What follows belongs to an exercise in optimizing a design on an open flow for a short achievable clock period and few clock cycles per item; a production flow would make more cautious choices. In this exercise RTL edits were held to simulation tests only and were not proved equivalent to the original. Power is estimated from default activity; no workload was simulated.

==> flow/design.v (excerpt) <==
module wisc_pipe (
   imem_addr, dmem_addr, dmem_wdata, dmem_rd, dmem_wr, halt,
   clk, rst, imem_rdata, dmem_rdata, mem_ready
   );
   input clk;
   input rst;
   output [15:0] imem_addr;
   input [15:0]  imem_rdata;
   output [15:0] dmem_addr;
   output [15:0] dmem_wdata;
   output        dmem_rd;
   output        dmem_wr;
   input [15:0]  dmem_rdata;
   input         mem_ready;
   output        halt;
   function [11:0] pdec;
      input [15:0] w;
      reg we, br, ld, st, stu, jreg, hlt, lbi, link;
      reg [2:0] dst;
      reg [4:0] o;
      begin
         o    = w[15:11];
         br   = (o[4:2] == 3'b011);
         ld   = (o == 5'b10001);
         st   = (o == 5'b10000) | (o == 5'b10011);
         stu  = (o == 5'b10011);
         jreg = (o == 5'b00101) | (o == 5'b00111);
         hlt  = (o == 5'b00000);
         lbi  = (o == 5'b11000);
         link = (o == 5'b00110) | (o == 5'b00111);
         we   = 1'b0;
         dst  = w[7:5];
         if ((o[4:2] == 3'b010) | (o[4:2] == 3'b101) | ld) begin
            we = 1'b1; dst = w[7:5];
         end else if ((o == 5'b11001) | (o[4:1] == 4'b1101) | (o[4:2] == 3'b111)) begin
            we = 1'b1; dst = w[4:2];
         end else if (stu | lbi | (o == 5'b10010)) begin
            we = 1'b1; dst = w[10:8];
         end else if (link) begin
            we = 1'b1; dst = 3'd7;
         end
  ...
Settings: LEC_CHECK=0, CAP_MARGIN=20, CORE_MARGIN=2, CORE_UTILIZATION=40, SLEW_MARGIN=20; clock period 10.0 ns.
standard.sh (not shown) runs the stock make flow with config.mk's settings and CLKGATE_MAP_FILE= SYNTH_SCRIPT=/design/flow/synth_recipe.tcl, a recipe that flattens the netlist after the stock synthesis.
==> flow/flow/run.sh <==
#!/bin/bash
set -euo pipefail
bash standard.sh SETUP_SLACK_MARGIN=${MARGIN:-7} TNS_END_PERCENT=100 finish > standard_finish.log 2>&1
Testbench counts at the start, summed over its fixed seeds: cycles 42,736, instrs 39,926.
Next try:
==> flow/run.sh (new file) <==
#!/bin/bash
# synth_recipe.tcl (not shown) runs the flow's synth.tcl, then flattens the netlist and writes it again
# the make line also repeats each setting of config.mk as NAME=value (left out here)
make -C /OpenROAD-flow-scripts/flow DESIGN_CONFIG=/design/flow/config.mk WORK_HOME=/design/flow/orfs CLKGATE_MAP_FILE= SYNTH_SCRIPT=/design/flow/synth_recipe.tcl finish
- SETUP_SLACK_MARGIN: not set -> 5
removed: flow/flow/run.sh
removed: flow/standard.sh
After rerunning: Non-clock buffer count went down by 158. Routed wire length went down by 8.2%. Clock skew went down by 22 ps. Global-route usage went down by 1.8 points. Clock-buffer cell count went up by 1. Final cell count went down by about 5.6%. Synthesized area is unchanged. Flip-flop and latch count is unchanged. Maximum frequency went down by about 14%. Worst setup slack degrades by 690 ps.

wisc_pipe, a different RTL version from the one above (not shown whole).
For scale: roughly 3,000 cells after synthesis, ~86 I/O pins, ~28,000 um2 of cells after synthesis.
Settings: LEC_CHECK=0, CAP_MARGIN=20, CORE_MARGIN=2, CORE_UTILIZATION=55, SLEW_MARGIN=20, SYNTH_HIERARCHICAL=1; clock period 10.0 ns.
==> flow/flow/run.sh <==
#!/bin/bash
# The standard layout (standard.sh), with knobs changed for a faster
# layout; the SDC is unchanged:
#  - synthesis maps adders with ABC like the rest of the logic instead of
#    extracting full/half-adder cells (ADDER_MAP_FILE empty); registers are
#    the standard synthesis's;
#  - the port buffers are buf_4 cells (the default choice is a weak
#    delay buffer, slow on the output paths).
set -euo pipefail
bash standard.sh ADDER_MAP_FILE= SETUP_SLACK_MARGIN=7 TNS_END_PERCENT=100 \
  "BUFFER_PORTS_ARGS=-buffer_cell sky130_fd_sc_hd__buf_4" finish > standard_finish.log 2>&1
Testbench counts at the start, summed over its fixed seeds: cycles 41,729, instrs 39,926.
Then changed:
- CORE_UTILIZATION: 55 -> 40
Result: Count of clock-buffer cells in the layout falls by 5. Design area rises by 1.1%. Core utilization falls by 19 points. Clock power stays flat. Flip-flop and latch count does not change. Non-clock buffer count rises by 3. Die area rises by 37%. Routed wire length falls by 1.7%.
Then changed:
--- a/flow/flow/run.sh
+++ b/flow/flow/run.sh
@@ -10 +10 @@
-bash standard.sh ADDER_MAP_FILE= SETUP_SLACK_MARGIN=7 TNS_END_PERCENT=100 \
+bash standard.sh ADDER_MAP_FILE= SETUP_SLACK_MARGIN=9 TNS_END_PERCENT=100 \
Non-clock buffer count came out higher by 203.
Via count came out higher by a few percent.
Utilization came out higher by 6.5 points.
Cell count came out higher by a few percent.
Flip-flop and latch count is unchanged.
Design area came out higher by roughly a tenth.
Combinational power came out higher by roughly a tenth.
Wire length came out higher by roughly a tenth.

## what the ideal ports hide
How much do the figures lean on ideal ports? The routed layouts below were timed once more, with nothing changed but the port constraints. Step 1 assumes that a clkbuf_16 drives the clock port and a buf_2 every other input. Step 2 times the ports against the registers' clock, not the clock port: input delays grow and output delays shrink by t, the midpoint of the rising clock arrivals with the driver on. Three values: ideal, step 1, step 2; two values: the first two.
| run | t (ns) | setup WS [ns] | worst setup path at the end | latest minus earliest clock arrival (ns) | worst data-port slew with drivers (ns) |
|---|---|---|---|---|---|
| the first run of note 1 | 0.635 | 5.771 / 5.791 / 5.156 | input to register | 0.032 / 0.032 | 0.05 |
| the second run of note 1 | 0.639 | 5.085 / 5.085 / 4.549 | input to register | 0.012 / 0.012 | 0.05 |
| the first run of note 2 | 0.643 | 6.226 / 6.226 / 5.758 | input to register | 0.039 / 0.039 | 0.05 |
| the second run of note 2 | 0.635 | 6.362 / 6.362 / 5.782 | input to register | 0.038 / 0.037 | 0.10 |
| the third run of note 2 | 0.639 | 6.312 / 6.312 / 5.725 | input to register | 0.025 / 0.025 | 0.31 |
After both steps every run listed still meets setup and hold. For the first run of note 1, which loses most, drivers alone change the setup slack by +0.020 ns; drivers and shift together by -0.615 ns.
